Background: an optimization exercise with open tools, aiming at small area and a short achievable clock period. Do not read the settings as production practice.
Where RTL was checked, it was by simulation tests only, not by an equivalence proof against the original.
The RTL of runs 1 to 4 was laid out without a check of its function.

==> design.v <==
`timescale 1ns / 1ps
module IPD_core
	(
		input wire [18:0] yk, rk,
		input wire [18:0] yp,       
		input wire [18:0] ik1,
		output wire [19:0] n_ik,      
		output wire [19:0] n_a
    );
localparam [18:0] MAX = 19'h3FFFF;
localparam [18:0] MIN = 19'h40000;
function [39:0] csa(input [19:0] a, input [19:0] b, input [19:0] c);
	csa = {((a & b) | (a & c) | (b & c)) << 1, a ^ b ^ c};
endfunction
wire ypmin = (yp == MIN);
wire ymin = (yk == MIN);
wire [19:0] t0 = {yk[18], yk} - {yp[18], yp};
wire [19:0] t = {t0[19] ^ ypmin, t0[18:0]};
wire signed [19:0] ts = t;
wire d_min = ts >= 20'sd3496;       
wire d_max = ts <= -20'sd3496;      
wire dsat = d_min | d_max;
wire d_wrap = (ts >= 20'sd1748) | (ts <= -20'sd1748);
wire [39:0] l1 = csa(~(t << 7), ~(t << 4), ~(t << 3));
wire [39:0] l2 = csa(l1[19:0], {l1[39:21], 1'b1}, {t[18:0], 1'b1});
wire signed [18:0] ys = yk;
wire p_min = ys >= 19'sd29128;      
wire p_max = ys <= -19'sd29128;     
wire psat = p_min | p_max;
wire p_wrap = (ys >= 19'sd14564) | (ys <= -19'sd14564);
wire par_p = psat ? p_max : p_wrap;
wire [19:0] yw = {yk[18], yk};
wire [19:0] p18 = (yw << 4) + (yw << 1);
wire [19:0] n18 = 20'd0 - p18;
wire [19:0] pk0 = p_min ? 20'hC0000 : p_max ? 20'hBFFFF : n18;
wire [19:0] pm1 = p_min ? 20'hBFFFF : p_max ? 20'hBFFFE : ~p18;
wire [39:0] l3 = csa(l2[19:0], {l2[39:21], 1'b1}, pm1);
wire [19:0] v = l3[19:0] + {l3[39:21], 1'b1};
wire [19:0] a_w = {v[19] ^ d_wrap ^ par_p, v[18:0]};
wire [19:0] pd = d_max ? pm1 : pk0;
wire [1:0] pd_hi = pd[19:18] + 2'b11;
wire [19:0] a_s = {pd_hi[1] ^ d_max ^ par_p, pd_hi[0], pd[17:0]};
wire [19:0] a = dsat ? a_s : a_w;            
wire [19:0] e0 = {rk[18], rk} - {yk[18], yk};
wire [19:0] e = {e0[19] ^ ymin, e0[18:0]};
wire signed [19:0] es = e;
wire m_max = es >= 20'sd74899;
wire m_min = es <= -20'sd74899;
wire msat = m_max | m_min;
wire m_wrap = (es >= 20'sd37450) | (es <= -20'sd37450);
wire [39:0] lq = csa(e << 3, ~e, {ik1[18], ik1});
wire [19:0] q = lq[19:0] + {lq[39:21], 1'b1};
wire [19:0] ik_w = {q[19] ^ m_wrap, q[18:0]};
wire [18:0] ik1_dec = {1'b0, ik1[17:0]} + 19'h7FFFF;
wire [18:0] ik_max = ik1[18] ? ik1_dec : MAX;
wire [18:0] ik_min = ik1[18] ? MIN : {1'b1, ik1[17:0]};
wire [19:0] ik = m_max ? {ik_max[18], ik_max} : m_min ? {ik_min[18], ik_min} : ik_w;
assign n_ik = ik;
assign n_a = a;
endmodule
module IPD_out
	(
		input wire [19:0] a1,      
		input wire [18:0] ik1,
		output wire [18:0] pidk
    );
localparam [18:0] MAX = 19'h3FFFF;
localparam [18:0] MIN = 19'h40000;
wire [18:0] a = (a1[19] != a1[18]) ? (a1[19] ? MIN : MAX) : a1[18:0];
wire [19:0] sum = {a[18], a} + {ik1[18], ik1};
assign pidk = (sum[19] != sum[18]) ? {sum[19], {18{~sum[19]}}} : sum[18:0];
endmodule
module I_PD #(parameter size=19)
	(
		input wire clk, rst, EN,
		input wire signed [size-1:0] yk, rk,
		output wire signed [size-1:0] pidk
    );
reg [18:0] yp;
reg [19:0] a1, ir;
wire [19:0] n_ik;
wire [18:0] ik1 = (ir[19] != ir[18]) ? {ir[19], {18{~ir[19]}}} : ir[18:0];
wire [19:0] n_a;
IPD_core core (.yk(yk), .rk(rk), .yp(yp), .ik1(ik1),
	.n_ik(n_ik), .n_a(n_a));
IPD_out out (.a1(a1), .ik1(ik1), .pidk(pidk));
always @(posedge clk or posedge rst)
begin
	if (rst) begin
		yp <= 19'd0;
		ir <= 20'd0;
		a1 <= 20'd0;
	end
	else if (EN) begin
		yp <= yk;
		ir <= n_ik;
		a1 <= n_a;
	end
end
endmodule
==> flow/run.sh <==
#!/bin/bash
# Standard ORFS layout, except that the port buffers are buf_2 cells
# instead of the delay cells buffer_ports picks by default.
set -euo pipefail
export BUFFER_PORTS_ARGS="-buffer_cell sky130_fd_sc_hd__buf_2"
bash standard.sh finish > standard_flow.log 2>&1
==> standard.sh <==
#!/bin/bash
# synth_recipe.tcl (not shown) runs the flow's synth.tcl, then flattens the netlist and writes it again
# the make line also repeats each setting of config.mk as NAME=value (left out here)
make -C /OpenROAD-flow-scripts/flow DESIGN_CONFIG=/design/flow/config.mk WORK_HOME=/design/flow/orfs CLKGATE_MAP_FILE= SYNTH_SCRIPT=/design/flow/synth_recipe.tcl "${@:-finish}"
==> config.mk <==
export PLATFORM = sky130hd
export DESIGN_NAME = I_PD
export DESIGN_NICKNAME = I_PD
export VERILOG_FILES = /design/flow/design.v
export SDC_FILE = /design/flow/constraint.sdc
export NUM_CORES = 4
export LEC_CHECK = 0
export CAP_MARGIN = 20
export CORE_MARGIN = 2
export CORE_UTILIZATION = 40
export PLACE_DENSITY = 0.6
export SLEW_MARGIN = 20
export SYNTH_HIERARCHICAL = 1
==> constraint.sdc <==
create_clock -name core_clock -period 20.0 [get_ports {clk}]
set_input_delay 4.0000 -clock core_clock [delete_from_list [all_inputs] [get_ports {clk}]]
set_output_delay 4.0000 -clock core_clock [all_outputs]
set_load 0.01 [all_outputs]
==> impl_metrics.json, run 1 <==
{
  "ff2ff_path_depth": 22,
  "startpoint_type": "input pin",
  "worst_pin_slew_ns": 1.03,
  "fmax_mhz": 102,
  "synth-adder-area-share_pct": 23.8,
  "synth_cell_type_count": 86,
  "cts.repair.resized": 0,
  "maxCapViolations": 0,
  "fillers": 3106,
  "viasPerCell": 5.83,
  "first_iter_violations": 932,
  "syn_nets": 1787,
  "grt_usage_pct": 22.9,
  "crit_arrival_ns": 10.03,
  "die_h_um": 181,
  "port_buffers": 59,
  "rows": 64,
  "grt_pass1_wl_um": 60400,
  "wl_per_cell_um": 18.8,
  "antenna_left": 0,
  "end_kind": "flop",
  "setup_viol": 0,
  "slew_headroom_pct": 31.6,
  "yosys.area_share.simple_pct": 16.2,
  "fin_crit_ns": 9.78,
  "cts_buffers": 9,
  "critPathKind": "in2reg",
  "yosysSeqAreaShare_pct": 11.8,
  "grt_max_degree": 60,
  "outcome": "complete, no violations",
  "synth-xor-area-share_pct": 7.22,
  "fin_skew_ns": 0.0186,
  "required_ns": 20.25,
  "cts_buffer_depth": 2,
  "grt.overflow.total": 0,
  "post-cts-setup-buffers": 0,
  "synthCells": 1557,
  "antenna_found_initial": 1,
  "synth_edf_count": 0,
  "netlist_top_cells_area": "ha_1 (14%), dfrtp_1 (12%), fa_1 (8.3%)",
  "cts_tree": "yes",
  "io_pins": 60,
  "path_clk_slew_ns": 0.07,
  "hold_violations": 0,
  "finalWirelength_um": 37600,
  "synth_compound_area_share_pct": 25.6,
  "syn-cell-area_mm2": 0.0125,
  "grt_pass1_vias": 11300,
  "clkLatencyLatePin_ns": 0.36,
  "hold_buffers": 0,
  "fin_util_pct": 43.8,
  "postPlaceCellArea_mm2": 0.0131,
  "rrSetupSlack_ns": 13.61,
  "tns_ns": 0,
  "drc": 0,
  "nets": 1827,
  "h-tree-depth": 3,
  "dp_hpwl_um": 30400,
  "drive_gt1_share_pct": 11.0,
  "firstDrtPassIters": 6,
  "cts.sinks": 59,
  "die_x_um": 181,
  "path_max_fanout": 7,
  "synth_top_family_by_area": "compound AO/OA/AOI/OAI gates",
  "whs_path_depth": 1,
  "initial_core_util_pct": 40.8,
  "design_area_mm2": 0.0134,
  "fin_crit_sh_pct": 48.9,
  "ys_warn_count": 8,
  "dieArea_mm2": 0.0327,
  "synth_flop_cell": "dfrtp_1",
  "synth_seq_cells": 59,
  "async_reset_ff_share_pct": 100,
  "gp_congestion": 0.939,
  "rsz0062_at_grt": "no",
  "avgSynthCellArea_um2": 8.03,
  "root_buffer": "clkbuf_16",
  "core_area_mm2": 0.0307,
  "num_vias": 11700,
  "synth_top_area_share_pct": 13.7,
  "synth_mux_area_share_pct": 7.21,
  "slew_violations": 0,
  "area_growth_pct": 7.49,
  "yosys.area.top_type": "ha_1",
  "hold_class": "reg2reg"
}
[cell families (layout without fill, tap and decap cells)]
| kind of cell | Yosys count | after routing |
|---|---|---|
| AOI/OAI and AO/OA | 484 | 484 |
| adders and majority gates | 211 | 211 |
| muxes | 61 | 61 |
| buffers and inverters | 239 | 283 |
| xor gates and xnor gates | 100 | 100 |
| DFF | 59 | 59 |
| other | 0 | 1 |
| and+or+nand+nor | 403 | 403 |
[per-stage QoR]
| stage | cells | hold WS (ns) | setup slack, ns |
|---|---|---|---|
| global placement | 1982 | 0.496 | 10.05 |
| CTS | 1997 | 0.511 | 10.31 |
| finish | 1998 | 0.509 | 10.22 |
| floorplan | 1557 | 0.480 | 10.77 |
| global route | 1998 | 0.521 | 9.83 |
| detailed placement | 1982 | 0.493 | 9.92 |
[modules after synthesis (local to each module, per instance)]
| module | flops+latches | copies in the design |
|---|---|---|
| I_PD | 59 | 1 |
| IPD_core | 0 | 1 |
| IPD_out | 0 | 1 |
[area by class of cell]
class / instances / area [µm²] / area share [%]
Multi-Input combinational cell: 1259 / 10000 / 74.6
Sequential cell: 59 / 1480 / 11.0
Inverter: 199 / 747 / 5.56
Tap cell: 396 / 495 / 3.69
Timing Repair Buffer: 69 / 373 / 2.77
Clock buffer: 11 / 253 / 1.88
Clock inverter: 4 / 73.8 / 0.549
Antenna cell: 1 / 2.50 / 0.0186
[path summary, 6_finish.rpt]
| check | start | endpoint |
|---|---|---|
| max | yk[0] | a1[18] |
| max reg2reg | yp[1] | a1[18] |
| max in group asynchronous | rst | yp[10] |
| min | ir[15] | ir[15] |
| min reg2reg | ir[15] | ir[15] |
| min in group asynchronous | rst | a1[19] |
[critical path, cell delays in order]
cell and delay (ns):
buf_2 0.18, inv_1 0.10, ha_1 0.24, nand2b_1 0.17
a21oi_1 0.20, o21ai_0 0.17, a211o_1 0.30, xnor2_1 0.45
inv_1 0.28, fa_1 0.55, ha_1 0.32, xnor2_1 0.15
fa_1 0.56, inv_1 0.04, ha_1 0.32, a21o_1 0.17
a21oi_1 0.29, a21oi_1 0.17, o31ai_1 0.28, a2111oi_0 0.16
o41ai_1 0.49, o21ai_0 0.15, mux2_4 0.27
[metal layers]
layer	share of wire, %	vias up	wire, µm	global-route usage (%)
li1	-	5713	-	-
met2	46	336	17500	37.5
met1	46	5544	17200	30.9
met4	3.2	0	1200	8.55
met3	4.7	63	1760	2.74
met5	0	-	0	0
[placed cells by master, fill, tap and decap left out, types with 22 or more instances in the layout]
cell type / instances
dfrtp_1: 59
inv_1: 194
buf_2: 58
a31oi_1: 23
a21oi_1: 132
o21a_1: 24
nor2_1: 97
nor3_1: 38
nand2b_1: 24
a21o_1: 45
o21ai_0: 92
xor2_1: 40
nand2_1: 95
xnor2_1: 57
ha_1: 137
nand3_1: 34
maj3_1: 22
mux2_4: 58
fa_1: 52
[sequential cells by signal, summed over array words and instances (netlist names)]
| name | count |
|---|---|
| ir | 20 |
| a1 | 20 |
| yp | 19 |
[Yosys cell counts (22+ instances only)]
master	count
maj3_1	22
a21o_1	45
nand2b_1	24
xnor2_1	57
nand3_1	34
nand2_1	95
fa_1	52
o21ai_0	92
o21a_1	24
mux2_4	58
ha_1	137
dfrtp_1	59
a21oi_1	132
a31oi_1	23
xor2_1	41
nor3_1	38
inv_1	195
clkbuf_1	24
nor2_1	98
==> run 2: changes to the inputs <==
--- a/design.v
+++ b/design.v
@@ -1,14 +1,45 @@
+`timescale 1ns / 1ps
+module addbk #(parameter W = 20)
+	(
+		input wire [W-1:0] a, b,
+		input wire cin,
+		output wire [W-1:0] s
+    );
+localparam L = $clog2(W);
+reg [W-1:0] g, p;
+integer k, i;
+always @* begin
+	p = a ^ b;
+	g = (a & b) | {{(W-1){1'b0}}, p[0] & cin};
+	for (k = 0; k < L; k = k + 1) begin
+		for (i = (2 << k) - 1; i < W; i = i + (2 << k)) begin
+			g[i] = g[i] | (p[i] & g[i - (1 << k)]);
+			p[i] = p[i] & p[i - (1 << k)];
+		end
+	end
+	for (k = L - 2; k >= 0; k = k - 1) begin
+		for (i = 3 * (1 << k) - 1; i < W; i = i + (2 << k)) begin
+			g[i] = g[i] | (p[i] & g[i - (1 << k)]);
+			p[i] = p[i] & p[i - (1 << k)];
+		end
+	end
+end
+assign s = a ^ b ^ {g[W-2:0], cin};
+endmodule
 `timescale 1ns / 1ps
 module IPD_core
 	(
 		input wire [18:0] yk, rk,
 		input wire [18:0] yp,       
 		input wire [18:0] ik1,
-		output wire [19:0] n_ik,      
+		output wire [18:0] n_ik1,
 		output wire [19:0] n_a
     );
 localparam [18:0] MAX = 19'h3FFFF;
 localparam [18:0] MIN = 19'h40000;
+function [18:0] clamp20(input [19:0] s);
+	clamp20 = (s[19] != s[18]) ? (s[19] ? MIN : MAX) : s[18:0];
+endfunction
 function [39:0] csa(input [19:0] a, input [19:0] b, input [19:0] c);
 	csa = {((a & b) | (a & c) | (b & c)) << 1, a ^ b ^ c};
 endfunction
@@ -30,14 +61,13 @@
 wire p_wrap = (ys >= 19'sd14564) | (ys <= -19'sd14564);
 wire par_p = psat ? p_max : p_wrap;
 wire [19:0] yw = {yk[18], yk};
-wire [19:0] p18 = (yw << 4) + (yw << 1);
-wire [19:0] n18 = 20'd0 - p18;
-wire [19:0] pk0 = p_min ? 20'hC0000 : p_max ? 20'hBFFFF : n18;
+wire [19:0] p18;
+addbk #(20) add_p (.a(yw << 4), .b(yw << 1), .cin(1'b0), .s(p18));
 wire [19:0] pm1 = p_min ? 20'hBFFFF : p_max ? 20'hBFFFE : ~p18;
 wire [39:0] l3 = csa(l2[19:0], {l2[39:21], 1'b1}, pm1);
 wire [19:0] v = l3[19:0] + {l3[39:21], 1'b1};
 wire [19:0] a_w = {v[19] ^ d_wrap ^ par_p, v[18:0]};
-wire [19:0] pd = d_max ? pm1 : pk0;
+wire [19:0] pd = pm1 + {19'd0, ~d_max};
 wire [1:0] pd_hi = pd[19:18] + 2'b11;
 wire [19:0] a_s = {pd_hi[1] ^ d_max ^ par_p, pd_hi[0], pd[17:0]};
 wire [19:0] a = dsat ? a_s : a_w;            
@@ -50,12 +80,12 @@
 wire m_wrap = (es >= 20'sd37450) | (es <= -20'sd37450);
 wire [39:0] lq = csa(e << 3, ~e, {ik1[18], ik1});
 wire [19:0] q = lq[19:0] + {lq[39:21], 1'b1};
-wire [19:0] ik_w = {q[19] ^ m_wrap, q[18:0]};
+wire [18:0] ik_w = clamp20({q[19] ^ m_wrap, q[18:0]});
 wire [18:0] ik1_dec = {1'b0, ik1[17:0]} + 19'h7FFFF;
 wire [18:0] ik_max = ik1[18] ? ik1_dec : MAX;
 wire [18:0] ik_min = ik1[18] ? MIN : {1'b1, ik1[17:0]};
-wire [19:0] ik = m_max ? {ik_max[18], ik_max} : m_min ? {ik_min[18], ik_min} : ik_w;
-assign n_ik = ik;
+wire [18:0] ik = m_max ? ik_max : m_min ? ik_min : ik_w;
+assign n_ik1 = ik;
 assign n_a = a;
 endmodule
 module IPD_out
@@ -76,24 +106,23 @@
 		input wire signed [size-1:0] yk, rk,
 		output wire signed [size-1:0] pidk
     );
-reg [18:0] yp;
-reg [19:0] a1, ir;
-wire [19:0] n_ik;
-wire [18:0] ik1 = (ir[19] != ir[18]) ? {ir[19], {18{~ir[19]}}} : ir[18:0];
+reg [18:0] yp, ik1;
+reg [19:0] a1;
+wire [18:0] n_ik1;
 wire [19:0] n_a;
 IPD_core core (.yk(yk), .rk(rk), .yp(yp), .ik1(ik1),
-	.n_ik(n_ik), .n_a(n_a));
+	.n_ik1(n_ik1), .n_a(n_a));
 IPD_out out (.a1(a1), .ik1(ik1), .pidk(pidk));
 always @(posedge clk or posedge rst)
 begin
 	if (rst) begin
 		yp <= 19'd0;
-		ir <= 20'd0;
+		ik1 <= 19'd0;
 		a1 <= 20'd0;
 	end
 	else if (EN) begin
 		yp <= yk;
-		ir <= n_ik;
+		ik1 <= n_ik1;
 		a1 <= n_a;
 	end
 end
--- a/config.mk
+++ b/config.mk
@@ -8,6 +8,6 @@
 export CAP_MARGIN = 20
 export CORE_MARGIN = 2
 export CORE_UTILIZATION = 40
+export CTS_BUF_LIST = sky130_fd_sc_hd__clkbuf_8
 export PLACE_DENSITY = 0.6
 export SLEW_MARGIN = 20
-export SYNTH_HIERARCHICAL = 1
==> run 2 against run 1 <==
- still clean
- count of clock-buffer cells in the layout is 2 lower
- non-clock buffer count is 2 lower
- first-iteration DRC count fell by 6.4%
- via count fell by 4.5%
- synthesized cell count down 3.4%
- area after synthesis down 7.0%
- setup slack lost 0.58 ns
==> impl_metrics.json, run 2 <==
{
  "viasPerCell": 5.75,
  "grt_max_degree": 84,
  "worst_pin_slew_ns": 1.00,
  "maxCapViolations": 0,
  "synth_edf_count": 0,
  "rrSetupSlack_ns": 13.41,
  "crit_path_max_incr_delay_ns": 0.76,
  "h-tree-depth": 3,
  "largest_register_ffs": 20,
  "synth_top_area_share_pct": 14.3,
  "yosys.area.top_type": "ha_1",
  "dp.cells": 1918,
  "netlist_top_cells_area": "ha_1 (14%), dfrtp_1 (12%), fa_1 (10%)",
  "cts_buffers": 9,
  "grt.overflow.total": 0,
  "yosys.cell_count.top_type": "inv_1",
  "end_kind": "flop",
  "initial_core_util_pct": 40.5,
  "post-cts-setup-buffers": 0,
  "cts_tree": "yes",
  "top_register": "a1",
  "synth_common_cells": "inv_1 (166), ha_1 (133), nor2_1 (127)",
  "clkLatencyLatePin_ns": 0.37,
  "hold_ws_ns": 0.526,
  "hold_class": "reg2reg",
  "fin_crit_ns": 10.37,
  "grt_usage_pct": 23.0,
  "syn_nets": 1737,
  "slew_headroom_pct": 32.8,
  "crit_chain": "buf_2, inv_1, ha_1, nor2b_1, o2111ai_1, nand3_1, a31oi_1, xor2_1, fa_1, inv_1, ha_1, a21o_1, a21oi_1, nand2_1, a211oi_1, o31ai_1, a31oi_1, xor2_1, ha_1, and2_1, and4_1, nor2_1, o211ai_1, or3b_1",
  "gp_congestion": 0.926,
  "setup_viol": 0,
  "core_area_mm2": 0.0287,
  "layout_common_cells": "inv_1 (165), ha_1 (133), nor2_1 (127), nand2_1 (105), o21ai_0 (101)",
  "crit_arrival_ns": 10.62,
  "async_reset_ff_share_pct": 100,
  "wl_per_cell_um": 17.9,
  "outcome": "complete, no violations",
  "die_h_um": 175,
  "synth_cell_type_count": 93,
  "area_growth_pct": 8.04,
  "path_max_fanout": 12,
  "startpoint_type": "input pin",
  "antenna_found_initial": 2,
  "cts_buffer_depth": 2,
  "path_clk_slew_ns": 0.08,
  "tns_ns": 0,
  "finalNonFillerCells": 1935,
  "num_vias": 11100,
  "reg_top3": "a1 (20), ik1 (19), yp (19)",
  "cts.sinks": 58,
  "hold_violations": 0,
  "grt_pass1_wl_um": 56100,
  "drive_gt1_share_pct": 9.03,
  "ys_warn_count": 3,
  "required_ns": 20.25,
  "finalWirelength_um": 34600,
  "firstDrtPassIters": 5,
  "antenna_left": 0,
  "grt_pass1_vias": 10700,
  "avgSynthCellArea_um2": 7.73,
  "fin_skew_ns": 0.0142,
  "drc": 0,
  "first_iter_violations": 872,
  "synthCells": 1504,
  "rows": 62,
  "io_pins": 60,
  "syn-cell-area_mm2": 0.0116,
  "yosysSeqAreaShare_pct": 12.5,
  "cts.repair.resized": 0,
  "cpMostUsedCell": "ha_1",
  "dp_hpwl_um": 28300,
  "final_common_cell": "inv_1",
  "nets": 1778,
  "port_buffers": 59,
  "crit_slowest_cell": "nor2_1",
  "die_x_um": 175,
  "synth_seq_cells": 58,
  "root_buffer": "clkbuf_8",
  "critPathKind": "in2reg",
  "dieArea_mm2": 0.0305,
  "fin_crit_sh_pct": 51.8,
  "slew_violations": 0,
  "hold_buffers": 0,
  "rsz0062_at_grt": "no",
  "synth_flop_cell": "dfrtp_1",
  "fmax_mhz": 96.4
}
==> run 2: cell types whose count changed in the layout (fill, tap and decap cells not counted), moves of 13 or more <==
cell | before | now
nor2b_1 | 15 | 32
xnor2_1 | 57 | 70
a21o_1 | 45 | 25
nor2_1 | 97 | 127
inv_1 | 194 | 165
mux2i_1 | 2 | 16
maj3_1 | 22 | 1
mux2_4 | 58 | 0
a21oi_1 | 132 | 97
==> run 2: worst paths after layout <==
kind	endpoint	start	cells after the start
setup / recovery	ik1[2]	yk[1]	24
min in group asynchronous	ik1[8]	rst	3
hold reg to reg	a1[0]	a1[0]	1
hold / removal	a1[0]	a1[0]	1
setup reg to reg	a1[18]	yp[0]	23
max in group asynchronous	yp[12]	rst	3
==> run 2: cell type report <==
| class | instances | area (µm²) |
|---|---|---|
| flip-flops and latches | 58 | 1450 |
| well taps | 384 | 480 |
| fillers | 2907 | 16100 |
| multi-input cells | 1238 | 9380 |
| inverters | 171 | 642 |
| diodes | 1 | 2.50 |
| clock buffers | 9 | 124 |
| repair buffers | 67 | 355 |
| clock inverters | 7 | 125 |
==> run 2: layer usage <==
metal | GRT usage (%) | up-vias | part of all wire (%)
met4 | 7.78 | 2 | 3.3
li1 | - | 5449 | -
met5 | 0 | - | 0.032
met2 | 37.3 | 384 | 45
met3 | 2.91 | 77 | 5.7
met1 | 31.5 | 5221 | 46
==> run 2: logic make-up (layout without fill, tap and decap cells) <==
group | after synthesis | after routing | share of synthesized area, %
and+or+nand+nor | 484 | 484 | 20.9
adders and majority gates | 193 | 193 | 24.6
DFF | 58 | 58 | 12.5
AOI/OAI and AO/OA | 427 | 427 | 24.5
buffers and inverters | 208 | 254 | 6.83
other | 0 | 1 | 0
xor gates and xnor gates | 110 | 110 | 8.60
muxes | 24 | 24 | 2.17
==> run 2: stage by stage <==
| step | cell area [µm²] | util (%) | setup slack, ns |
|---|---|---|---|
| global placement | 12300 | 42.9 | 9.64 |
| CTS | 12600 | 43.8 | 9.71 |
| detailed placement | 12300 | 42.9 | 9.33 |
| floorplan | 11600 | - | 10.52 |
| finish | 12600 | 43.8 | 9.63 |
| global route | 12600 | 43.8 | 9.08 |
==> run 2: worst max-delay path, delay by kind of cell <==
| kind | cells | cell delay (ns) |
|---|---|---|
| compound gates | 8 | 2.10 |
| xor+xnor | 2 | 0.82 |
| fa+ha+maj | 4 | 1.29 |
| buf+inv | 3 | 0.39 |
| simple gates | 7 | 2.02 |
==> run 3: changes to the inputs <==
--- a/design.v
+++ b/design.v
@@ -97,7 +97,8 @@
 localparam [18:0] MAX = 19'h3FFFF;
 localparam [18:0] MIN = 19'h40000;
 wire [18:0] a = (a1[19] != a1[18]) ? (a1[19] ? MIN : MAX) : a1[18:0];
-wire [19:0] sum = {a[18], a} + {ik1[18], ik1};
+wire [19:0] sum;
+addbk #(20) add_o (.a({a[18], a}), .b({ik1[18], ik1}), .cin(1'b0), .s(sum));
 assign pidk = (sum[19] != sum[18]) ? {sum[19], {18{~sum[19]}}} : sum[18:0];
 endmodule
 module I_PD #(parameter size=19)
==> run 3 against run 2 <==
- still clean on timing, DRC and antenna
- routed wire length is 0.61% higher
- die area grew 1.2%
- critical endpoint is now pidk[0]
==> impl_metrics.json, run 3 <==
{
  "synth_common_cells": "inv_1 (182), ha_1 (130), nand2_1 (109)",
  "die_x_um": 176,
  "antenna_left": 0,
  "die_h_um": 176,
  "startpoint_type": "flop",
  "routedLengthMet1_um": 16000,
  "syn-cell-area_mm2": 0.0118,
  "clkLatencyLatePin_ns": 0.37,
  "hold_class": "reg2reg",
  "holdCritStartpoint": "a1[0]",
  "yosysSeqAreaShare_pct": 12.3,
  "grt_usage_pct": 23.0,
  "startpoint": "a1[19]",
  "hold_ws_ns": 0.522,
  "required_ns": 16.00,
  "cts.repair.resized": 0,
  "dieArea_mm2": 0.0308,
  "path_max_fanout": 18,
  "slew_violations": 0,
  "outcome": "complete, no violations",
  "nets": 1748,
  "avgSynthCellArea_um2": 7.93,
  "cts_buffer_depth": 2,
  "reg_top3": "a1 (20), ik1 (19), yp (19)",
  "area_growth_pct": 7.07,
  "fin_crit_sh_pct": 50.7,
  "worst_pin_slew_ns": 0.987,
  "rsz0062_at_grt": "no",
  "first_iter_violations": 714,
  "io_pins": 60,
  "drc": 0,
  "post-cts-setup-buffers": 0,
  "initial_core_util_pct": 40.8,
  "critPathKind": "reg2out",
  "fmax_mhz": 98.6,
  "grt_max_degree": 82,
  "top_layer": "met4",
  "finalWirelength_um": 34800,
  "rows": 62,
  "wl_per_cell_um": 18.3,
  "dr_wl_met3_um": 1660,
  "synth_seq_cells": 58,
  "route.met2.wl_um": 16200,
  "num_vias": 10800,
  "netlist_top_cells_area": "ha_1 (14%), dfrtp_1 (12%), fa_1 (12%)",
  "yosys.area.top_type": "ha_1",
  "cts_tree": "yes",
  "end_kind": "output port",
  "grt.overflow.total": 0,
  "postPlaceCellArea_mm2": 0.0124,
  "layout_common_cells": "inv_1 (182), ha_1 (130), nand2_1 (109), a21oi_1 (96), nor2_1 (91)",
  "h-tree-depth": 3,
  "maxCapViolations": 0,
  "crit_arrival_ns": 6.14,
  "top_register": "a1",
  "async_reset_ff_share_pct": 100,
  "r2r-start": "yp[1]",
  "antenna_found_initial": 0,
  "core_area_mm2": 0.0289,
  "fin_util_pct": 43.7,
  "path_clk_slew_ns": 0.07,
  "firstDrtPassIters": 7,
  "n_antenna_cell": 0,
  "synth_edf_count": 0,
  "grt_pass1_vias": 10300,
  "setup_viol": 0,
  "grt_pass1_wl_um": 56300,
  "dp_hpwl_um": 28400,
  "syn_nets": 1723,
  "cts_buffers": 9,
  "port_buffers": 59,
  "root_buffer": "clkbuf_8",
  "fin_crit_ns": 10.14,
  "cts.sinks": 58,
  "final_common_cell": "inv_1",
  "ys_warn_count": 3,
  "hold_violations": 0,
  "yosys.cell_count.top_type": "inv_1",
  "drive_gt1_share_pct": 8.78,
  "largest_register_ffs": 20,
  "design_area_mm2": 0.0126,
  "tns_ns": 0,
  "slew_headroom_pct": 33.7,
  "viasPerCell": 5.70,
  "synth_top_area_share_pct": 13.8,
  "synthCells": 1484,
  "fin_skew_ns": 0.00618,
  "gp_congestion": 0.938,
  "hold_buffers": 0,
  "synth_flop_cell": "dfrtp_1",
  "synth_cell_type_count": 95
}
[run 3: changes by cell type in the layout (fill, tap and decap cells not counted), moves of 15 or more]
cell     delta
nor2_1     -36
maj3_1     +28
o21ai_0    -23
inv_1      +17
nor2b_1    -17
o21a_1     +15
[run 3: layout make-up]
cell class                 instances  area, µm²
clock inverter                     5       77.6
clock buffer                      11        151
multi-input combinational       1190       9410
inverter                         186        698
sequential                        58       1450
timing repair buffer              64        333
fill                            2964      16300
tap                              384        480
[run 3: logic make-up after synthesis]
| group | count (synthesis) | synth area share (%) |
|---|---|---|
| AO/OA/AOI/OAI | 441 | 25.9 |
| AND/OR/NAND/NOR | 408 | 17.5 |
| buffers and inverters | 236 | 7.72 |
| adder cells (fa/ha/maj) | 227 | 27.9 |
| XOR/XNOR | 105 | 7.93 |
| flip-flops | 58 | 12.3 |
| multiplexers | 9 | 0.797 |
[run 3: final timing paths]
kind / endpoint / slack (ns) / cells after the start
hold reg to reg: a1[0] / 0.52 / 1
hold / removal: a1[0] / 0.52 / 1
setup / recovery: pidk[0] / 9.86 / 19
setup reg to reg: a1[19] / 13.63 / 22
min in group asynchronous: ik1[6] / 3.84 / 3
max in group asynchronous: yp[7] / 15.60 / 3
[run 3: worst max-delay path, cell delays in order, from the launching register on]
cell and delay, ns:
dfrtp_1 0.56, inv_1 0.32, maj3_1 0.45, ha_1 0.20, fa_1 0.38, a21o_1 0.18
a21oi_1 0.24, o21bai_1 0.10, a21oi_1 0.27, o21bai_1 0.10, a21o_1 0.21, a21o_1 0.21
a311o_1 0.36, a31oi_1 0.27, nor2b_1 0.08, o21a_1 0.19, o41a_1 0.33, fa_1 0.89
maj3_1 0.30, buf_2 0.13
[run 3: per-layer routing]
metal	vias to the layer above	GRT usage, %
met5	-	0
met4	0	6.47
met3	52	2.58
met2	321	38.4
met1	5127	31.4
li1	5315	-
[run 3: stage by stage]
stage                     setup slack (ns)  cells
final                                 9.86   1898
after floorplan                      10.46   1484
after global routing                  9.42   1898
after global placement                9.70   1882
after CTS                             9.91   1898
after detailed placement              9.56   1882
==> run 4: changes to the inputs <==
--- a/design.v
+++ b/design.v
@@ -1,31 +1,3 @@
-`timescale 1ns / 1ps
-module addbk #(parameter W = 20)
-	(
-		input wire [W-1:0] a, b,
-		input wire cin,
-		output wire [W-1:0] s
-    );
-localparam L = $clog2(W);
-reg [W-1:0] g, p;
-integer k, i;
-always @* begin
-	p = a ^ b;
-	g = (a & b) | {{(W-1){1'b0}}, p[0] & cin};
-	for (k = 0; k < L; k = k + 1) begin
-		for (i = (2 << k) - 1; i < W; i = i + (2 << k)) begin
-			g[i] = g[i] | (p[i] & g[i - (1 << k)]);
-			p[i] = p[i] & p[i - (1 << k)];
-		end
-	end
-	for (k = L - 2; k >= 0; k = k - 1) begin
-		for (i = 3 * (1 << k) - 1; i < W; i = i + (2 << k)) begin
-			g[i] = g[i] | (p[i] & g[i - (1 << k)]);
-			p[i] = p[i] & p[i - (1 << k)];
-		end
-	end
-end
-assign s = a ^ b ^ {g[W-2:0], cin};
-endmodule
 `timescale 1ns / 1ps
 module IPD_core
 	(
@@ -45,15 +17,17 @@
 endfunction
 wire ypmin = (yp == MIN);
 wire ymin = (yk == MIN);
-wire [19:0] t0 = {yk[18], yk} - {yp[18], yp};
-wire [19:0] t = {t0[19] ^ ypmin, t0[18:0]};
-wire signed [19:0] ts = t;
-wire d_min = ts >= 20'sd3496;       
-wire d_max = ts <= -20'sd3496;      
+wire [19:0] nt0 = {yp[18], yp} - {yk[18], yk};
+wire [19:0] nt = {nt0[19] ^ ypmin, nt0[18:0]};
+wire signed [19:0] nts = nt;
+wire nt_top = ymin & ypmin;
+wire d_min = (nts <= -20'sd3496) & ~nt_top;     
+wire d_max = (nts >= 20'sd3496) | nt_top;       
 wire dsat = d_min | d_max;
-wire d_wrap = (ts >= 20'sd1748) | (ts <= -20'sd1748);
-wire [39:0] l1 = csa(~(t << 7), ~(t << 4), ~(t << 3));
-wire [39:0] l2 = csa(l1[19:0], {l1[39:21], 1'b1}, {t[18:0], 1'b1});
+wire d_wrap = (nts >= 20'sd1748) | (nts <= -20'sd1748);
+wire [12:0] u = {~nt[12], nt[11:0]};
+wire [39:0] l1 = csa({u, 7'd0}, {1'b0, 2'b11, u, 4'd0}, {4'b0001, u, 2'd0});
+wire [39:0] l2 = csa(l1[19:0], l1[39:20], {6'd0, u, 1'b0});
 wire signed [18:0] ys = yk;
 wire p_min = ys >= 19'sd29128;      
 wire p_max = ys <= -19'sd29128;     
@@ -61,13 +35,15 @@
 wire p_wrap = (ys >= 19'sd14564) | (ys <= -19'sd14564);
 wire par_p = psat ? p_max : p_wrap;
 wire [19:0] yw = {yk[18], yk};
-wire [19:0] p18;
-addbk #(20) add_p (.a(yw << 4), .b(yw << 1), .cin(1'b0), .s(p18));
-wire [19:0] pm1 = p_min ? 20'hBFFFF : p_max ? 20'hBFFFE : ~p18;
-wire [39:0] l3 = csa(l2[19:0], {l2[39:21], 1'b1}, pm1);
+wire [39:0] lp = csa(yw << 4, yw << 1, 20'hFE000);
+wire [19:0] p18 = lp[19:0] + lp[39:20];         
+wire [19:0] pm1 = p_min ? 20'hC1FFF : p_max ? 20'hC1FFE : ~p18;
+wire [39:0] l3 = csa(l2[19:0], l2[39:20], pm1);
 wire [19:0] v = l3[19:0] + {l3[39:21], 1'b1};
 wire [19:0] a_w = {v[19] ^ d_wrap ^ par_p, v[18:0]};
-wire [19:0] pd = pm1 + {19'd0, ~d_max};
+wire [19:0] pdi = pm1 + {19'd0, ~d_max};
+wire [6:0] pdh = pdi[19:13] - 7'd1;               
+wire [19:0] pd = {pdh, pdi[12:0]};
 wire [1:0] pd_hi = pd[19:18] + 2'b11;
 wire [19:0] a_s = {pd_hi[1] ^ d_max ^ par_p, pd_hi[0], pd[17:0]};
 wire [19:0] a = dsat ? a_s : a_w;            
@@ -97,8 +73,7 @@
 localparam [18:0] MAX = 19'h3FFFF;
 localparam [18:0] MIN = 19'h40000;
 wire [18:0] a = (a1[19] != a1[18]) ? (a1[19] ? MIN : MAX) : a1[18:0];
-wire [19:0] sum;
-addbk #(20) add_o (.a({a[18], a}), .b({ik1[18], ik1}), .cin(1'b0), .s(sum));
+wire [19:0] sum = {a[18], a} + {ik1[18], ik1};
 assign pidk = (sum[19] != sum[18]) ? {sum[19], {18{~sum[19]}}} : sum[18:0];
 endmodule
 module I_PD #(parameter size=19)
==> run 4 against run 3 <==
- register-to-register slack worse by 0.41 ns
- clock skew is 0.013 ns higher
- die area is 2.5% higher
- sequential share of layout area is 0.34 points lower
- area after synthesis is 2.5% higher
- routed wire length is 6.1% higher
- hold slack worse by 0.023 ns
- critical endpoint is now ik1[1]
==> impl_metrics.json, run 4 <==
{
  "io_pins": 60,
  "grt_usage_pct": 23.6,
  "whs_path_depth": 2,
  "h-tree-depth": 3,
  "yosys.area.top_type": "ha_1",
  "n_antenna_cell": 0,
  "syn-cell-area_mm2": 0.0121,
  "postPlaceCellArea_mm2": 0.0127,
  "required_ns": 20.25,
  "setup_viol": 0,
  "dp_hpwl_um": 30300,
  "ys_warn_count": 2,
  "grt_pass1_wl_um": 58800,
  "tns_ns": 0,
  "cts_tree": "yes",
  "synth_common_cells": "inv_1 (184), ha_1 (151), nor2_1 (134)",
  "num_vias": 11600,
  "largest_register_ffs": 20,
  "ff2ff_path_depth": 27,
  "cts.sinks": 58,
  "fillers": 3033,
  "dieArea_mm2": 0.0316,
  "rows": 63,
  "die_x_um": 178,
  "hold_violations": 0,
  "wl_per_cell_um": 18.7,
  "viasPerCell": 5.89,
  "r2r-start": "yp[0]",
  "outcome": "complete, no violations",
  "rrSetupSlack_ns": 13.22,
  "async_reset_ff_share_pct": 100,
  "r2r-end": "a1[19]",
  "rsz0062_at_grt": "no",
  "path_max_fanout": 21,
  "avgSynthCellArea_um2": 7.82,
  "nets": 1827,
  "layout_common_cells": "inv_1 (184), ha_1 (151), nor2_1 (134), a21oi_1 (103), nand2_1 (92)",
  "post-cts-setup-buffers": 0,
  "area_growth_pct": 7.60,
  "initial_core_util_pct": 40.7,
  "grt_max_degree": 66,
  "crit_slowest_cell": "nor4_1",
  "startpoint": "yk[0]",
  "fin_crit_sh_pct": 52.5,
  "cts_buffer_depth": 2,
  "gp_congestion": 0.945,
  "reg_top3": "a1 (20), ik1 (19), yp (19)",
  "grt.overflow.total": 0,
  "critPathKind": "in2reg",
  "fmax_mhz": 95.3,
  "crit_path_max_incr_delay_ns": 0.65,
  "cts_buffers": 9,
  "maxCapViolations": 0,
  "drc": 0,
  "startpoint_type": "input pin",
  "firstDrtPassIters": 5,
  "drive_gt1_share_pct": 8.95,
  "core_area_mm2": 0.0296,
  "top_register": "a1",
  "path_clk_slew_ns": 0.07,
  "end_kind": "flop",
  "first_iter_violations": 994,
  "fin_util_pct": 43.8,
  "slew_headroom_pct": 30.0,
  "yosysSeqAreaShare_pct": 12.0,
  "synth_seq_cells": 58,
  "design_area_mm2": 0.0130,
  "hold_class": "reg2reg",
  "finalWirelength_um": 36900,
  "holdCritStartpoint": "a1[10]",
  "synthCells": 1542,
  "netlist_top_cells_area": "ha_1 (16%), dfrtp_1 (12%), fa_1 (9.0%)",
  "slew_violations": 0,
  "root_buffer": "clkbuf_8",
  "min_to": "a1[10]",
  "clkLatencyLatePin_ns": 0.38,
  "synth_edf_count": 0,
  "yosys.cell_count.top_type": "inv_1",
  "cts.repair.resized": 0,
  "antenna_left": 0,
  "antenna_found_initial": 0,
  "die_h_um": 178,
  "worst_pin_slew_ns": 1.02,
  "synth_cell_type_count": 92,
  "crit_arrival_ns": 10.75,
  "port_buffers": 59,
  "synth_flop_cell": "dfrtp_1",
  "final_common_cell": "inv_1",
  "hold_buffers": 0,
  "synth_top_area_share_pct": 15.7,
  "fin_crit_ns": 10.50,
  "grt_pass1_vias": 10900,
  "fin_skew_ns": 0.0188,
  "syn_nets": 1788
}
==> run 4: cell types whose count changed after synthesis, moves of 11 or more <==
cell     before  now
a31oi_1      26   15
fa_1         68   54
ha_1        130  151
maj3_1       29    5
mux2_2        3   24
mux2i_1       6   20
nand2_1     109   92
nor2_1       91  134
nor3_1       28   49
o21ai_0      78   60
o22ai_1      15    0
or2_2        16    5
==> run 4: worst max-delay path by stage <==
stage	endpoint	slack, ns	cells past startpoint
3_5_place_dp	ik1[1]	9.20	25
6_report	ik1[1]	9.50	25
3_3_place_gp	ik1[1]	9.32	25
4_1_cts	ik1[1]	9.61	25
5_1_grt	ik1[1]	8.93	26
2_1_floorplan	a1[19]	10.46	23
==> run 4: worst max-delay path: cells and delay by family <==
kind | cells | cell delay [ns]
adder cells (fa/ha/maj) | 5 | 1.93
buffers and inverters | 5 | 0.76
AND/OR/NAND/NOR | 4 | 1.26
XOR/XNOR | 3 | 0.97
AO/OA/AOI/OAI | 8 | 1.81
==> run 4: cell type report <==
type | instances | area (µm²) | area share (%)
Clock buffer | 11 | 151 | 1.17
Timing Repair Buffer | 69 | 370 | 2.85
Tap cell | 390 | 488 | 3.76
Multi-Input combinational cell | 1257 | 9750 | 75.1
Sequential cell | 58 | 1450 | 11.2
Clock inverter | 5 | 77.6 | 0.598
Inverter | 186 | 698 | 5.38
==> run 4: stage by stage <==
stage / instances / setup slack [ns] / hold slack [ns]
after detailed placement: 1960 / 9.20 / 0.479
final: 1976 / 9.50 / 0.499
after global placement: 1960 / 9.32 / 0.474
after floorplan: 1542 / 10.46 / 0.459
after global routing: 1976 / 8.93 / 0.533
after CTS: 1976 / 9.61 / 0.498
==> run 4: metal layers <==
metal,wire [µm],up-vias,GRT usage (%)
li1,-,5643,-
met2,17300,376,39.5
met4,844,0,6.49
met1,16900,5573,32.3
met3,1860,53,2.31
met5,0,-,0
==> run 4: kinds of logic after synthesis <==
kind of cell	synth area share, %
flops	12.0
xor+xnor	6.97
fa+ha+maj	25.0
simple gates	19.4
buf+inv	7.23
compound gates	25.4
mux	3.99
==> run 5: changes to the inputs <==
--- a/design.v
+++ b/design.v
@@ -25,9 +25,8 @@
 wire d_max = (nts >= 20'sd3496) | nt_top;       
 wire dsat = d_min | d_max;
 wire d_wrap = (nts >= 20'sd1748) | (nts <= -20'sd1748);
-wire [12:0] u = {~nt[12], nt[11:0]};
-wire [39:0] l1 = csa({u, 7'd0}, {1'b0, 2'b11, u, 4'd0}, {4'b0001, u, 2'd0});
-wire [39:0] l2 = csa(l1[19:0], l1[39:20], {6'd0, u, 1'b0});
+wire [39:0] l1 = csa(nt << 7, nt << 4, nt << 2);
+wire [39:0] l2 = csa(l1[19:0], l1[39:20], nt << 1);
 wire signed [18:0] ys = yk;
 wire p_min = ys >= 19'sd29128;      
 wire p_max = ys <= -19'sd29128;     
@@ -35,15 +34,12 @@
 wire p_wrap = (ys >= 19'sd14564) | (ys <= -19'sd14564);
 wire par_p = psat ? p_max : p_wrap;
 wire [19:0] yw = {yk[18], yk};
-wire [39:0] lp = csa(yw << 4, yw << 1, 20'hFE000);
-wire [19:0] p18 = lp[19:0] + lp[39:20];         
-wire [19:0] pm1 = p_min ? 20'hC1FFF : p_max ? 20'hC1FFE : ~p18;
+wire [19:0] p18 = (yw << 4) + (yw << 1);
+wire [19:0] pm1 = p_min ? 20'hBFFFF : p_max ? 20'hBFFFE : ~p18;
 wire [39:0] l3 = csa(l2[19:0], l2[39:20], pm1);
 wire [19:0] v = l3[19:0] + {l3[39:21], 1'b1};
 wire [19:0] a_w = {v[19] ^ d_wrap ^ par_p, v[18:0]};
-wire [19:0] pdi = pm1 + {19'd0, ~d_max};
-wire [6:0] pdh = pdi[19:13] - 7'd1;               
-wire [19:0] pd = {pdh, pdi[12:0]};
+wire [19:0] pd = pm1 + {19'd0, ~d_max};
 wire [1:0] pd_hi = pd[19:18] + 2'b11;
 wire [19:0] a_s = {pd_hi[1] ^ d_max ^ par_p, pd_hi[0], pd[17:0]};
 wire [19:0] a = dsat ? a_s : a_w;            
==> run 5 against run 4 <==
- die area is 6.2% lower
- hold slack gained 0.013 ns
- area after synthesis decreased by 6.3%
- maximum frequency increased by 4.0%
- first-iteration DRC count decreased by 17%
- final cell count shrank 7.1%
- routed wire length shrank 9.8%
==> impl_metrics.json, run 5 <==
{
  "outcome": "complete, no violations",
  "clkLatencyLatePin_ns": 0.38,
  "die_h_um": 172,
  "post-cts-setup-buffers": 0,
  "yosysSeqAreaShare_pct": 12.8,
  "synthCells": 1412,
  "cts.sinks": 58,
  "first_iter_violations": 822,
  "fin_skew_ns": 0.0250,
  "antenna_left": 0,
  "ys_warn_count": 2,
  "required_ns": 20.29,
  "hold_buffers": 0,
  "area_growth_pct": 7.67,
  "maxCapViolations": 0,
  "reg_top3": "a1 (20), ik1 (19), yp (19)",
  "whs_path_depth": 2,
  "core_area_mm2": 0.0278,
  "worst_pin_slew_ns": 1.09,
  "top_register": "a1",
  "rows": 61,
  "top_usage_layer": "met2",
  "syn_nets": 1634,
  "nets": 1674,
  "port_buffers": 59,
  "synth_common_cells": "inv_1 (138), ha_1 (128), a21oi_1 (127)",
  "slew_violations": 0,
  "fin_crit_ns": 10.09,
  "critPathKind": "in2reg",
  "netlist_top_cells_area": "ha_1 (14%), dfrtp_1 (13%), fa_1 (9.4%)",
  "rsz0062_at_grt": "no",
  "drc": 0,
  "wl_per_cell_um": 18.1,
  "met1_usage_pct": 31.9,
  "cts_buffers": 9,
  "finalWirelength_um": 33300,
  "hold_violations": 0,
  "crit_arrival_ns": 10.37,
  "path_clk_slew_ns": 0.09,
  "end_kind": "flop",
  "dieArea_mm2": 0.0296,
  "cts_buffer_depth": 2,
  "path_max_fanout": 12,
  "tns_ns": 0,
  "finalNonFillerCells": 1836,
  "synth_cell_type_count": 92,
  "slew_headroom_pct": 27.2,
  "grt_usage_pct": 22.7,
  "gp_congestion": 0.917,
  "dp_hpwl_um": 27500,
  "grtUsageMet3_pct": 2.98,
  "io_pins": 60,
  "layout_common_cells": "inv_1 (138), ha_1 (128), a21oi_1 (127), nor2_1 (120), xnor2_1 (83)",
  "h-tree-depth": 3,
  "synth_edf_count": 0,
  "root_buffer": "clkbuf_8",
  "fin_crit_sh_pct": 50.4,
  "num_vias": 10600,
  "dp.cells": 1819,
  "syn-cell-area_mm2": 0.0113,
  "cts_tree": "yes",
  "grtUsageMet2_pct": 37.4,
  "ff2ff_path_depth": 25,
  "grt.overflow.total": 0,
  "synth_flop_cell": "dfrtp_1",
  "setup_viol": 0,
  "cts.repair.resized": 0,
  "die_x_um": 172,
  "firstDrtPassIters": 6,
  "initial_core_util_pct": 40.7,
  "final_common_cell": "inv_1",
  "grt_pass1_wl_um": 52600,
  "drive_gt1_share_pct": 10.1,
  "hold_class": "reg2reg",
  "yosys.area.top_type": "ha_1",
  "grt_pass1_vias": 9695,
  "hold_ws_ns": 0.511,
  "async_reset_ff_share_pct": 100,
  "synth_top_area_share_pct": 14.2,
  "largest_register_ffs": 20,
  "fillers": 2866,
  "yosys.cell_count.top_type": "inv_1",
  "startpoint_type": "input pin",
  "antenna_found_initial": 2,
  "viasPerCell": 5.77,
  "fmax_mhz": 99.1,
  "synth_seq_cells": 58,
  "avgSynthCellArea_um2": 8.01,
  "grt_max_degree": 67
}
run 5: worst paths after layout:
check,start,slack (ns),end
setup / recovery,yk[4],9.91,a1[19]
hold / removal,a1[3],0.51,a1[3]
setup reg to reg,yp[0],13.34,a1[19]
hold reg to reg,a1[3],0.51,a1[3]
max in group asynchronous,rst,15.60,yp[5]
min in group asynchronous,rst,3.85,ik1[4]
run 5: per-stage QoR:
| step | utilization [%] | cell area, µm² | setup slack, ns |
|---|---|---|---|
| 5_1_grt | 43.8 | 12200 | 9.28 |
| 2_1_floorplan | - | 11300 | 10.47 |
| 6_report | 43.8 | 12200 | 9.91 |
| 3_5_place_dp | 43.1 | 12000 | 9.61 |
| 4_1_cts | 43.8 | 12200 | 10.00 |
| 3_3_place_gp | 43.1 | 12000 | 9.69 |
run 5: routing by layer:
metal  wire length (µm)  vias up  part of all wire [%]
met5                  0        -                     0
met1              15900     5065                    48
li1                   -     5163                     -
met2              15200      319                    46
met4                585        0                   1.8
met3               1660       42                   5.0
run 5: cell families after synthesis:
family | count (synthesis) | share of synthesized area [%]
mux | 28 | 2.71
simple gates | 387 | 16.8
flops | 58 | 12.8
fa+ha+maj | 196 | 24.9
buf+inv | 180 | 6.12
xor+xnor | 130 | 10.8
compound gates | 433 | 25.8
run 5: layout make-up:
| type | instances | area [µm²] | share of cell area [%] |
|---|---|---|---|
| inverters | 145 | 546 | 4.48 |
| well taps | 378 | 473 | 3.89 |
| clock inverters | 5 | 53.8 | 0.442 |
| multi-input cells | 1174 | 9160 | 75.3 |
| flip-flops and latches | 58 | 1450 | 11.9 |
| clock buffers | 11 | 151 | 1.24 |
| diodes | 1 | 2.50 | 0.0206 |
| repair buffers | 64 | 333 | 2.73 |
run 5: critical path, cell delays in order:
cell      delay, ns
buf_2          0.23
inv_1          0.13
ha_1           0.38
a211o_1        0.30
nor2_1         0.16
a21o_1         0.17
xor2_1         0.85
nor2_1         0.11
o21ai_0        0.11
a211o_1        0.15
a41oi_1        0.12
a21o_1         0.24
clkinv_2       0.14
ha_1           0.38
ha_1           0.50
inv_1          0.11
nor4_1         0.38
a32o_1         0.27
nand3_1        0.17
or4_1          0.58
nand3_1        0.11
xnor2_1        0.14
mux2i_1        0.25
nor2_1         0.07
o41ai_2        0.30
==> run 6: changes to the inputs <==
==> flow/run.sh (replaced) <==
#!/bin/bash
# Standard ORFS layout, except that the port buffers are buf_2 cells
# instead of the delay cells buffer_ports picks by default, and half-adder
# cells are not used (their logic is left to ABC).
set -euo pipefail
export BUFFER_PORTS_ARGS="-buffer_cell sky130_fd_sc_hd__buf_2"
export DONT_USE_CELLS="sky130_fd_sc_hd__ha_1 sky130_fd_sc_hd__ha_2 sky130_fd_sc_hd__ha_4"
bash standard.sh finish > standard_flow.log 2>&1
==> run 6 against run 5 <==
- design area did not move
- critical path depth unchanged
- critical endpoint unchanged
- still clean on timing, DRC and antenna
- largest cell class unchanged
- sequential share of layout area unchanged
==> impl_metrics.json, run 6 <==
{
  "syn-cell-area_mm2": 0.0113,
  "whs_path_depth": 2,
  "fmax_mhz": 99.1,
  "dieArea_mm2": 0.0296,
  "holdCritStartpoint": "a1[3]",
  "final_common_cell": "inv_1",
  "top_register": "a1",
  "crit_path_max_incr_delay_ns": 0.85,
  "netlist_top_cells_area": "ha_1 (14%), dfrtp_1 (13%), fa_1 (9.4%)",
  "worst_pin_slew_ns": 1.09,
  "crit_slowest_cell": "xor2_1",
  "die_x_um": 172,
  "grt_usage_pct": 22.7,
  "antenna_found_initial": 2,
  "setup_viol": 0,
  "gp_congestion": 0.917,
  "drc": 0,
  "ys_warn_count": 2,
  "r2r-start": "yp[0]",
  "slew_violations": 0,
  "fin_skew_ns": 0.0250,
  "antenna_left": 0,
  "nets": 1674,
  "h-tree-depth": 3,
  "reg_top3": "a1 (20), ik1 (19), yp (19)",
  "grt_pass1_vias": 9695,
  "synth_cell_type_count": 92,
  "fillers": 2866,
  "rrSetupSlack_ns": 13.34,
  "crit_arrival_ns": 10.37,
  "dp.cells": 1819,
  "layout_common_cells": "inv_1 (138), ha_1 (128), a21oi_1 (127), nor2_1 (120), xnor2_1 (83)",
  "wl_per_cell_um": 18.1,
  "finalNonFillerCells": 1836,
  "path_max_fanout": 12,
  "die_h_um": 172,
  "synth_top_area_share_pct": 14.2,
  "multiInputGateArea_mm2": 0.00916,
  "critPathBufInv": 4,
  "rows": 61,
  "min_to": "a1[3]",
  "area_growth_pct": 7.67,
  "grt_max_degree": 67,
  "ff2ff_path_depth": 25,
  "hold_buffers": 0,
  "syn_nets": 1634,
  "rsz0062_at_grt": "no",
  "cts_buffers": 9,
  "design_area_mm2": 0.0122,
  "post-cts-setup-buffers": 0,
  "cts.sinks": 58,
  "dp_hpwl_um": 27500,
  "setup_ws_ns": 9.91,
  "yosysSeqAreaShare_pct": 12.8,
  "grt.overflow.total": 0,
  "dp_slack_ns": 9.61,
  "hold_violations": 0,
  "root_buffer": "clkbuf_8",
  "port_buffers": 59,
  "io_pins": 60,
  "outcome": "complete, no violations",
  "required_ns": 20.29,
  "clkLatencyLatePin_ns": 0.38,
  "cp_top_family": "compound AO/OA/AOI/OAI gates",
  "end_kind": "flop",
  "largest_register_ffs": 20,
  "hold_ws_ns": 0.511,
  "ff_latch_area_mm2": 0.00145,
  "drive_gt1_share_pct": 10.1,
  "synth_edf_count": 0,
  "slew_headroom_pct": 27.2,
  "path_clk_slew_ns": 0.09,
  "finalWirelength_um": 33300,
  "r2r-end": "a1[19]",
  "startpoint_type": "input pin",
  "viasPerCell": 5.77,
  "tns_ns": 0,
  "core_area_mm2": 0.0278,
  "yosys.area.top_type": "ha_1",
  "hold_class": "reg2reg",
  "cts_tree": "yes",
  "firstDrtPassIters": 6,
  "synth_flop_cell": "dfrtp_1",
  "cts_buffer_depth": 2,
  "synth_common_cells": "inv_1 (138), ha_1 (128), a21oi_1 (127)",
  "num_vias": 10600,
  "fin_util_pct": 43.8,
  "grt_pass1_wl_um": 52600,
  "initial_core_util_pct": 40.7,
  "async_reset_ff_share_pct": 100,
  "postPlaceCellArea_mm2": 0.0120,
  "avgSynthCellArea_um2": 8.01,
  "synthCells": 1412,
  "critPathKind": "in2reg",
  "maxCapViolations": 0,
  "first_iter_violations": 822,
  "synth_seq_cells": 58,
  "fin_crit_ns": 10.09,
  "fin_crit_sh_pct": 50.4,
  "yosys.cell_count.top_type": "inv_1",
  "cts.repair.resized": 0
}
==> run 6: cell counts after synthesis <==
Identical to the previous run, type by type.
==> run 6: layout make-up <==
cell class / count / area share, %
Multi-Input combinational cell: 1174 / 75.3
Antenna cell: 1 / 0.0206
Clock buffer: 11 / 1.24
Tap cell: 378 / 3.89
Clock inverter: 5 / 0.442
Timing Repair Buffer: 64 / 2.73
Inverter: 145 / 4.48
Sequential cell: 58 / 11.9
==> run 6: how the worst max path moves through the flow <==
stage / startpoint / endpoint / slack [ns] / cells past startpoint
global route: yk[1] / a1[19] / 9.28 / 25
floorplan: rk[0] / ik1[7] / 10.47 / 29
CTS: yk[4] / a1[19] / 10.00 / 25
global placement: yk[1] / a1[18] / 9.69 / 21
detailed placement: yk[4] / a1[19] / 9.61 / 25
finish: yk[4] / a1[19] / 9.91 / 25
==> run 6: routing by layer <==
| metal | GRT usage (%) | vias to the layer above | routed length, µm |
|---|---|---|---|
| li1 | - | 5163 | - |
| met1 | 31.9 | 5065 | 15900 |
| met2 | 37.4 | 319 | 15200 |
| met3 | 2.98 | 42 | 1660 |
| met4 | 4.75 | 0 | 585 |
| met5 | 0 | - | 0 |
==> run 6: cells by family after synthesis <==
kind of cell | count (synthesis) | share of synthesized area, %
compound gates | 433 | 25.8
xor+xnor | 130 | 10.8
fa+ha+maj | 196 | 24.9
buf+inv | 180 | 6.12
flops | 58 | 12.8
mux | 28 | 2.71
simple gates | 387 | 16.8
==> run 6: worst reg2reg max path, delay by kind of cell (launching register included) <==
family          cells  cell delay [ns]
simple gates        7             1.61
compound gates      8             1.58
fa+ha+maj           4             1.49
xor+xnor            2             0.98
flops               1             0.35
buf+inv             3             0.32
mux                 1             0.25
==> run 7: changes to the inputs <==
--- a/design.v
+++ b/design.v
@@ -76,26 +76,25 @@
 	(
 		input wire clk, rst, EN,
 		input wire signed [size-1:0] yk, rk,
-		output wire signed [size-1:0] pidk
+		output reg signed [size-1:0] pidk
     );
 reg [18:0] yp, ik1;
-reg [19:0] a1;
-wire [18:0] n_ik1;
+wire [18:0] n_ik1, n_pidk;
 wire [19:0] n_a;
 IPD_core core (.yk(yk), .rk(rk), .yp(yp), .ik1(ik1),
 	.n_ik1(n_ik1), .n_a(n_a));
-IPD_out out (.a1(a1), .ik1(ik1), .pidk(pidk));
+IPD_out out (.a1(n_a), .ik1(n_ik1), .pidk(n_pidk));
 always @(posedge clk or posedge rst)
 begin
 	if (rst) begin
 		yp <= 19'd0;
 		ik1 <= 19'd0;
-		a1 <= 20'd0;
+		pidk <= 19'd0;
 	end
 	else if (EN) begin
 		yp <= yk;
 		ik1 <= n_ik1;
-		a1 <= n_a;
+		pidk <= n_pidk;
 	end
 end
 endmodule
==> flow/run.sh (replaced) <==
#!/bin/bash
# Standard ORFS layout, except that the port buffers are buf_2 cells
# instead of the delay cells buffer_ports picks by default.
set -euo pipefail
export BUFFER_PORTS_ARGS="-buffer_cell sky130_fd_sc_hd__buf_2"
bash standard.sh finish > standard_flow.log 2>&1
==> run 7 against run 6 <==
- hold slack worse by 0.0016 ns
- design area is 7.7% higher
- highest routed layer unchanged
- largest cell class unchanged
- critical endpoint is now pidk[0]
- final cell count is 8.1% higher
- via count is 11% higher
- maximum frequency is 27% lower
- synthesized cell count is 9.3% higher
- setup slack worse by 3.7 ns
==> impl_metrics.json, run 7 <==
{
  "outcome": "complete, no violations",
  "avgSynthCellArea_um2": 7.92,
  "reg_top3": "ik1 (19), pidk (19), yp (19)",
  "initial_core_util_pct": 40.3,
  "crit_slowest_cell": "fa_1",
  "async_reset_ff_share_pct": 100,
  "fin_skew_ns": 0.0189,
  "r2r-end": "pidk[0]",
  "end_kind": "flop",
  "rrSetupSlack_ns": 9.78,
  "crit_path_max_incr_delay_ns": 0.57,
  "finalWirelength_um": 37800,
  "layout_common_cells": "inv_1 (148), ha_1 (127), nand2_1 (124), a21oi_1 (95), nor2_1 (91)",
  "tns_ns": 0,
  "rsz0062_at_grt": "no",
  "firstDrtPassIters": 6,
  "die_h_um": 179,
  "netlist_top_cells_area": "ha_1 (13%), dfrtp_1 (12%), fa_1 (8.7%)",
  "cts.sinks": 57,
  "critPathKind": "in2reg",
  "synth_edf_count": 0,
  "crit_arrival_ns": 14.08,
  "first_iter_violations": 793,
  "port_buffers": 59,
  "hold_class": "reg2reg",
  "startpoint_type": "input pin",
  "crit_end": "pidk[0]",
  "yosysSeqAreaShare_pct": 11.7,
  "syn_nets": 1765,
  "worst_pin_slew_ns": 1.00,
  "ff_latch_area_mm2": 0.00143,
  "yosys.cell_count.top_type": "inv_1",
  "ff2ff_path_depth": 40,
  "dp_hpwl_um": 31200,
  "synth_top_area_share_pct": 13.0,
  "grt_usage_pct": 24.0,
  "slew_headroom_pct": 32.0,
  "synth_common_cells": "inv_1 (148), ha_1 (127), nand2_1 (124)",
  "io_pins": 60,
  "cts_buffer_depth": 2,
  "maxCapViolations": 0,
  "die_x_um": 179,
  "cts_buffers": 9,
  "dp_slack_ns": 5.89,
  "h-tree-depth": 3,
  "num_vias": 11700,
  "dieArea_mm2": 0.0320,
  "cts_tree": "yes",
  "postPlaceCellArea_mm2": 0.0129,
  "yosys.area.top_type": "ha_1",
  "grt_pass1_wl_um": 60500,
  "multiInputGateArea_mm2": 0.0100,
  "grt_pass1_vias": 11200,
  "clkLatencyLatePin_ns": 0.37,
  "hold_buffers": 0,
  "synth_seq_cells": 57,
  "design_area_mm2": 0.0131,
  "fmax_mhz": 72.3,
  "path_clk_slew_ns": 0.08,
  "antenna_left": 0,
  "setup_viol": 0,
  "syn-cell-area_mm2": 0.0122,
  "slew_violations": 0,
  "fin_crit_sh_pct": 69.1,
  "drive_gt1_share_pct": 10.7,
  "nets": 1802,
  "cts.repair.resized": 0,
  "startpoint": "yk[2]",
  "ys_warn_count": 2,
  "area_growth_pct": 7.16,
  "antenna_found_initial": 0,
  "core_area_mm2": 0.0303,
  "fillers": 3069,
  "viasPerCell": 5.91,
  "rows": 64,
  "post-cts-setup-buffers": 0,
  "r2r-start": "yp[0]",
  "synth_cell_type_count": 94,
  "wl_per_cell_um": 19.1,
  "path_max_fanout": 19,
  "setup_ws_ns": 6.17,
  "final_common_cell": "inv_1",
  "required_ns": 20.25,
  "root_buffer": "clkbuf_8",
  "gp_congestion": 0.943,
  "hold_violations": 0,
  "grt.overflow.total": 0,
  "fin_crit_ns": 13.83,
  "drc": 0,
  "synth_flop_cell": "dfrtp_1",
  "grt_max_degree": 75,
  "synthCells": 1544,
  "hold_ws_ns": 0.510
}
-- run 7: cell count changes in the layout (fill, tap and decap cells not counted), sizes merged, moves of 11 or more --
cell,change
a31oi,+11
a21oi,-34
mux2,+16
nor2,-27
maj3,+21
a211oi,+11
nand2,+43
nor3,+13
nand3,+21
a22oi,+23
-- run 7: per-stage QoR --
step	cells	util [%]
floorplan	1544	-
global placement	1966	42.6
detailed placement	1966	42.6
CTS	1982	43.1
global route	1982	43.1
finish	1985	43.2
-- run 7: how the worst min path moves through the flow --
stage	start	to	slack, ns	cells past startpoint
4_1_cts	pidk[12]	pidk[12]	0.51	1
3_5_place_dp	pidk[12]	pidk[12]	0.49	1
6_report	pidk[12]	pidk[12]	0.51	1
3_3_place_gp	pidk[9]	pidk[9]	0.49	1
2_1_floorplan	yp[18]	yp[18]	0.50	1
5_1_grt	pidk[12]	pidk[12]	0.54	1
-- run 7: metal layers --
layer,vias up,global-route usage (%),wire length (µm)
met2,294,40.3,18200
met5,-,0,0
met1,5636,32.6,17200
met4,0,8.23,1010
met3,55,1.70,1430
li1,5741,-,-
-- run 7: area by class of cell --
type | instances | share of cell area (%)
diodes | 3 | 0.0573
clock buffers | 9 | 0.945
multi-input cells | 1289 | 76.6
flip-flops and latches | 57 | 10.9
well taps | 396 | 3.78
repair buffers | 73 | 3.06
clock inverters | 7 | 0.363
inverters | 151 | 4.33
-- run 7: cells by family (layout without fill, tap and decap cells) --
family	count (synthesis)	count (layout)	synth area share (%)
XOR/XNOR	121	121	9.19
AND/OR/NAND/NOR	450	450	18.1
flip-flops	57	57	11.7
other	0	3	0
AO/OA/AOI/OAI	457	457	26.0
buffers and inverters	198	240	6.26
adder cells (fa/ha/maj)	216	216	24.7
multiplexers	45	45	4.09
-- run 7: worst max-delay path, delay by kind of cell --
| kind | cells | cell delay (ns) |
|---|---|---|
| AO/OA/AOI/OAI | 16 | 3.19 |
| XOR/XNOR | 3 | 0.68 |
| adder cells (fa/ha/maj) | 9 | 3.57 |
| buffers and inverters | 5 | 0.67 |
| multiplexers | 1 | 0.27 |
| AND/OR/NAND/NOR | 6 | 1.71 |

==> static timing again, ports no longer ideal <==
How much do the figures lean on ideal ports? The routed layouts below were timed once more, with nothing changed but the port constraints.
Step 1: set_driving_cell puts a clkbuf_16 on clk and a buf_2 on each other input, an assumption about the parent block.
Step 2 also shifts input and output timing later by t, the mid clock arrival at the registers, as if the neighbouring blocks saw the same clock.
Slacks: ideal ports / drivers / drivers and shift; pairs: ideal ports / drivers.
run | t (ns) | setup slack, ns | worst setup path after step 2 | worst slew at a driven data input, ns | cell pins on the clock port's net
run 1 | 0.396 | 10.216 / 10.204 / 9.808 | input to register | 0.10 | 1
run 2 | 0.407 | 9.632 / 9.608 / 9.201 | input to register | 0.06 | 1
run 3 | 0.411 | 9.859 / 9.812 / 9.454 | input to register | 0.05 | 1
run 4 | 0.408 | 9.504 / 9.470 / 9.062 | input to register | 0.08 | 1
run 5 | 0.416 | 9.911 / 9.900 / 9.483 | input to register | 0.07 | 1
run 6 | 0.416 | 9.911 / 9.900 / 9.483 | input to register | 0.07 | 1
run 7 | 0.401 | 6.172 / 6.151 / 5.749 | input to register | 0.08 | 1
After both steps every run listed still meets setup and hold. The setup slack of run 4, which loses most, moves by -0.034 ns with the drivers and by -0.442 ns with both steps.
